Context: an optimization exercise on an open-source flow, tuned for small area. The choices shown serve that exercise and are no tape-out recipe. Only simulation tests tie the RTL to the original design; equivalence was not proved. No driver is modelled on the clock port, so clock power and skew are understated where the tree is cut down; a real chip needs a root buffer or a tree. Power is estimated from default activity; no workload was simulated.

## matrix_alu_top
module matrix_alu_top (
    input  wire        clk,
    input  wire        op,
    input  wire [31:0] A,
    input  wire [31:0] B,
    output reg  [31:0] C
);
export LEC_CHECK = 0
export CAP_MARGIN = 20
export CORE_MARGIN = 2
export CORE_UTILIZATION = 40
export GPL_TIMING_DRIVEN = 0
export SLEW_MARGIN = 20
create_clock -name core_clock -period 5.2 [get_ports {clk}]
standard.sh (not shown) runs the stock make flow with config.mk's settings and CLKGATE_MAP_FILE= SYNTH_SCRIPT=/design/flow/synth_recipe.tcl, a recipe that flattens the netlist after the stock synthesis.
==> flow/flow/run.sh <==
#!/bin/bash
# Standard synthesis, then re-choose full-adder / gate output polarities to
# drop inverters (flow/fapol2.py), then the standard layout with the
# smallest buffer on the ports.
set -euo pipefail
NET=orfs/results/sky130hd/matrix_alu_top/base/1_2_yosys.v
bash standard.sh synth > synth.log 2>&1
cp $NET synth_orig.v
python3 flow/fapol2.py synth_orig.v $NET > fapol.log 2>&1
touch $NET
bash standard.sh synth > synth_odb.log 2>&1
export BUFFER_PORTS_ARGS="-buffer_cell sky130_fd_sc_hd__buf_1"
export CTS_ARGS="-sink_clustering_enable -repair_clock_nets -dont_use_dummy_load -sink_clustering_size 24 -sink_clustering_max_diameter 80 -buf_list {sky130_fd_sc_hd__clkbuf_8}"
bash standard.sh finish > finish.log 2>&1
Other scripts of this flow, unchanged in this note and not shown: flow/flow/fapol2.py
The first run ran to the end with no violations.
Change:
GPL_TIMING_DRIVEN = default   (was 0)
Result: Hold slack degrades by 0.0042 ns. Wire length goes down by about 4.7%. Setup slack improves by 0.14 ns. Flip-flop and latch count does not change. Die area stays the same. Synthesized cell count does not change. Count of clock-buffer cells in the layout does not change. Power goes down by 3.6%. Clock skew hardly moves. Global-route usage goes down by 0.82 points. Cell count goes up by about 5%.
Change:
--- a/flow/flow/run.sh
+++ b/flow/flow/run.sh
@@ -13 +12,0 @@
-export CTS_ARGS="-sink_clustering_enable -repair_clock_nets -dont_use_dummy_load -sink_clustering_size 24 -sink_clustering_max_diameter 80 -buf_list {sky130_fd_sc_hd__clkbuf_8}"
The changed run went through all stages and came out clean.
Final area came out higher slightly.
Synthesized area is unchanged.
Worst setup slack gets worse by 0.024 ns.
Combinational power stays flat.
Routed wire length goes up slightly.
Global-route usage grows by 0.10 points.
Clock skew goes down by 0.010 ns.
Non-clock buffer count is unchanged.
Critical path depth came out higher by 2.
Die area is unchanged.

========
matrix_alu_top, a different RTL version from the one above (not shown whole).
Size in the first run: ~730 cells after synthesis, roughly 98 I/O pins, about 7100 µm² of cells after synthesis.
==> flow/config.mk <==
export PLATFORM = sky130hd
export DESIGN_NAME = matrix_alu_top
export DESIGN_NICKNAME = matrix_alu_top
export VERILOG_FILES = /design/flow/design.v
export SDC_FILE = /design/flow/constraint.sdc
export NUM_CORES = 4
export LEC_CHECK = 0
export CAP_MARGIN = 20
export CORE_MARGIN = 2
export CORE_UTILIZATION = 60
export GPL_TIMING_DRIVEN = 0
export SLEW_MARGIN = 20
==> flow/constraint.sdc <==
create_clock -name core_clock -period 5.2 [get_ports {clk}]
set_input_delay 1.0400 -clock core_clock [delete_from_list [all_inputs] [get_ports {clk}]]
set_output_delay 1.0400 -clock core_clock [all_outputs]
set_load 0.01 [all_outputs]
==> flow/flow/run.sh <==
#!/bin/bash
# Standard synthesis, then re-choose full-adder / gate output polarities to
# drop inverters (flow/fapol3.py), rebalance xor trees by estimated
# arrival (flow/xorbal.py), then the standard layout with the
# smallest buffer on the ports and a hand-built clock tree (flow/my_cts.tcl).
set -euo pipefail
NET=orfs/results/sky130hd/matrix_alu_top/base/1_2_yosys.v
bash standard.sh synth > synth.log 2>&1
cp $NET synth_orig.v
python3 flow/fapol3.py synth_orig.v synth_fapol.v > fapol.log 2>&1
python3 flow/xorbal.py synth_fapol.v $NET > xorbal.log 2>&1
touch $NET
bash standard.sh synth > synth_odb.log 2>&1
export BUFFER_PORTS_ARGS="-buffer_cell sky130_fd_sc_hd__buf_1"
export PRE_CTS_TCL=$PWD/flow/my_cts.tcl
bash standard.sh finish > finish.log 2>&1
==> flow/flow/xorbal.py <==
#!/usr/bin/env python3
"""Rebuild chains/trees of 2-input xor gates in a mapped sky130hd netlist so
that late-arriving inputs pass through fewer gates (Huffman order on a rough
arrival-time estimate). Same function, same number of gates.
usage: xorbal.py IN.v OUT.v"""
import re, sys, heapq

PFX = 'sky130_fd_sc_hd__'
OUTPINS = {'X', 'Y', 'Q', 'Q_N', 'SUM', 'COUT', 'HI', 'LO'}
DEL = {'fa': {'SUM': 0.48, 'COUT': 0.40}, 'ha': {'SUM': 0.25, 'COUT': 0.2},
       'xor2': 0.20, 'xnor2': 0.20, 'nand2': 0.10, 'nor2': 0.12, 'inv': 0.06,
       'buf': 0.15, 'clkbuf': 0.3}
DX = 0.20

src = open(sys.argv[1]).read()
cell_re = re.compile(r'^  (' + PFX + r'\w+)\s+(\S+)\s*\((.*?)\n  \);\n', re.S | re.M)
pin_re = re.compile(r'\.(\w+)\(([^()]*)\)')
cells, spans = [], []
for m in cell_re.finditer(src):
    t, n, body = m.group(1)[len(PFX):], m.group(2), m.group(3)
    cells.append({'t': t, 'n': n, 'pins': [(p, v.strip()) for p, v in pin_re.findall(body)]})
    spans.append(m.span())

drv, loads = {}, {}
for i, c in enumerate(cells):
    for p, v in c['pins']:
        if not v:
            continue
        if p in OUTPINS:
            drv[v] = (i, p)
        else:
            loads.setdefault(v, []).append((i, p))

def fam(t):
    return t.rsplit('_', 1)[0]

def is_x2(i):
    return fam(cells[i]['t']) in ('xor2', 'xnor2')

# arrival estimate (seq outputs / ports at 0)
arr = {}
def arrival(v, depth=0):
    if v in arr:
        return arr[v]
    if v not in drv or depth > 500:
        arr[v] = 0.0
        return 0.0
    i, p = drv[v]
    c = cells[i]
    f = fam(c['t'])
    if f.startswith('df'):
        a = 0.35
    else:
        ins = [arrival(w, depth + 1) for q, w in c['pins'] if q not in OUTPINS and w]
        d = DEL.get(f, 0.2)
        if isinstance(d, dict):
            d = d.get(p, 0.4)
        a = (max(ins) if ins else 0.0) + d
    arr[v] = a
    return a

sys.setrecursionlimit(10000)
for v in list(drv):
    arrival(v)

def outnet(i):
    return [v for p, v in cells[i]['pins'] if p in OUTPINS][0]

# a tree root: an xor2 whose output is not consumed solely by one xor2
internal = set()
for i, c in enumerate(cells):
    if not is_x2(i):
        continue
    o = outnet(i)
    ls = loads.get(o, [])
    if len(ls) == 1 and is_x2(ls[0][0]) and not re.match(r'^(C|A|B)\[', o):
        internal.add(i)

removed = set()
newcells = {}
cnt = 0
changed = 0
for r, c in enumerate(cells):
    if not is_x2(r) or r in internal:
        continue
    # collect leaves
    nodes, leaves, par = [], [], 0
    stack = [r]
    while stack:
        i = stack.pop()
        nodes.append(i)
        if fam(cells[i]['t']) == 'xnor2':
            par ^= 1
        for p, v in cells[i]['pins']:
            if p in OUTPINS:
                continue
            if v in drv and drv[v][0] in internal and drv[v][0] not in nodes:
                stack.append(drv[v][0])
            else:
                leaves.append(v)
    if len(nodes) < 3:
        continue
    old_depth = arr[outnet(r)]
    h = [(arrival(v), k, v) for k, v in enumerate(leaves)]
    heapq.heapify(h)
    names = [cells[i]['n'] for i in nodes if i != r]
    build = []
    k = len(leaves)
    while len(h) > 2:
        a1, _, v1 = heapq.heappop(h)
        a2, _, v2 = heapq.heappop(h)
        cnt += 1
        nn = f'\\xb_{cnt}'
        build.append(('xor2_1', names.pop(), [('A', v1), ('B', v2), ('X', nn)]))
        k += 1
        heapq.heappush(h, (max(a1, a2) + DX, k, nn))
    a1, _, v1 = heapq.heappop(h)
    a2, _, v2 = heapq.heappop(h)
    new_depth = max(a1, a2) + DX
    build.append(('xnor2_1' if par else 'xor2_1', cells[r]['n'],
                  [('A', v1), ('B', v2), ('Y' if par else 'X', outnet(r))]))
    for i in nodes:
        removed.add(i)
    newcells[r] = build
    if new_depth < old_depth - 1e-6:
        changed += 1

print(f'xorbal: rebuilt {len(newcells)} xor trees, {changed} faster', file=sys.stderr)

def esc(v):
    return v + ' ' if v.startswith('\\') else v

body, wires = [], []
for i, c in enumerate(cells):
    if i in newcells:
        for t, n, pins in newcells[i]:
            body.append(f'  {PFX}{t} {n} (\n' + ',\n'.join(f'    .{p}({esc(v)})' for p, v in pins) + '\n  );\n')
            for p, v in pins:
                if v.startswith('\\xb_'):
                    wires.append(f'  wire {esc(v)};\n')
        continue
    if i in removed:
        continue
    body.append(f'  {PFX}{c["t"]} {c["n"]} (\n' + ',\n'.join(f'    .{p}({esc(v)})' for p, v in c['pins']) + '\n  );\n')
wires = sorted(set(wires))
open(sys.argv[2], 'w').write(src[:spans[0][0]] + ''.join(wires) + ''.join(body) + src[spans[-1][1]:])
Other scripts of this flow, unchanged in this note and not shown: flow/flow/fapol3.py, flow/flow/my_cts.tcl
Next try:
- CORE_UTILIZATION: 60 -> 40
Core utilization goes down by 22 points.
Clock skew is about the same.
Hold slack is about the same.
Power drops slightly.
First-iteration DRC count went down by about a fifth.
Next try:
--- a/flow/flow/run.sh
+++ b/flow/flow/run.sh
@@ -2,5 +2,5 @@
 # Standard synthesis, then re-choose full-adder / gate output polarities to
 # drop inverters (flow/fapol3.py), rebalance xor trees by estimated
-# arrival (flow/xorbal.py), then the standard layout with the
+# arrival and put late full-adder inputs on fast pins (flow/xorbal.py), then the standard layout with the
 # smallest buffer on the ports and a hand-built clock tree (flow/my_cts.tcl).
 set -euo pipefail
--- a/flow/flow/xorbal.py
+++ b/flow/flow/xorbal.py
@@ -2,5 +2,7 @@
 """Rebuild chains/trees of 2-input xor gates in a mapped sky130hd netlist so
 that late-arriving inputs pass through fewer gates (Huffman order on a rough
-arrival-time estimate). Same function, same number of gates.
+arrival-time estimate), and connect each full adder's latest input to its
+fastest pin (CIN, then B, then A; the three are interchangeable). Same
+function, same gates.
 usage: xorbal.py IN.v OUT.v"""
 import re, sys, heapq
@@ -51,4 +53,14 @@
     if f.startswith('df'):
         a = 0.35
+    elif f == 'fa':
+        d = dict(c['pins'])
+        ins = sorted((arrival(d[q], depth + 1), d[q]) for q in ('A', 'B', 'CIN'))
+        # earliest on A (slowest pin), latest on CIN (fastest pin)
+        newpins = [('A', ins[0][1]), ('B', ins[1][1]), ('CIN', ins[2][1])]
+        c['pins'] = newpins + [(q, v) for q, v in c['pins'] if q in OUTPINS]
+        if p == 'SUM':
+            a = max(ins[0][0] + 0.56, ins[1][0] + 0.53, ins[2][0] + 0.51)
+        else:
+            a = max(ins[0][0] + 0.44, ins[1][0] + 0.42, ins[2][0] + 0.39)
     else:
         ins = [arrival(w, depth + 1) for q, w in c['pins'] if q not in OUTPINS and w]
Combinational power barely changes.
Power hardly moves.
Hold slack is about the same.
Wire length drops by 0.32%.
Clock power climbs by about 2%.
Final cell count does not change.
Global-route usage fell by 0.50 points.
Via count is higher by 1.3%.
Sequential share of layout area barely changes.
No run of this note takes its clock network from TritonCTS; it comes from the design's own scripts or RTL.

afterwards: timing with drivers on the ports:
How much do the figures lean on ideal ports? The routed layouts below were timed once more, with nothing changed but the port constraints. Step 1: set_driving_cell puts a clkbuf_16 on clk and a buf_2 on each other input, an assumption about the parent block. Step 2 moves the port delays by t, midway between the first and last clock arrival at a register: inputs arrive t later, outputs are due t later. That takes back most of the time a late clock gives input paths. Three values: ideal ports, drivers, drivers and shift; two values: the first two.
run	t, ns	setup slack, ns	hold slack, ns	latest minus earliest clock arrival (ns)	worst register clock-pin slew, ns
the first run of note 1	0.389	0.096 / 0.071 / -0.318	0.316 / 0.316 / 0.316	0.023 / 0.023	0.07 / 0.07
the second run of note 1	0.386	0.238 / 0.250 / -0.135	0.312 / 0.312 / 0.312	0.023 / 0.023	0.08 / 0.08
the third run of note 1	0.373	0.215 / 0.235 / -0.139	0.321 / 0.321 / 0.321	0.011 / 0.011	0.05 / 0.05
the first run of note 2	0.372	0.234 / 0.227 / -0.145	0.334 / 0.334 / 0.334	0.011 / 0.010	0.10 / 0.10
the second run of note 2	0.373	0.275 / 0.280 / -0.093	0.331 / 0.331 / 0.331	0.006 / 0.006	0.09 / 0.09
the third run of note 2	0.381	0.210 / 0.219 / -0.161	0.332 / 0.332 / 0.332	0.003 / 0.003	0.09 / 0.09
Met with ideal ports but missed after step 2: setup timing in every run listed. For the first run of note 1, which loses most, drivers alone change the setup slack by -0.025 ns; drivers and shift together by -0.414 ns.
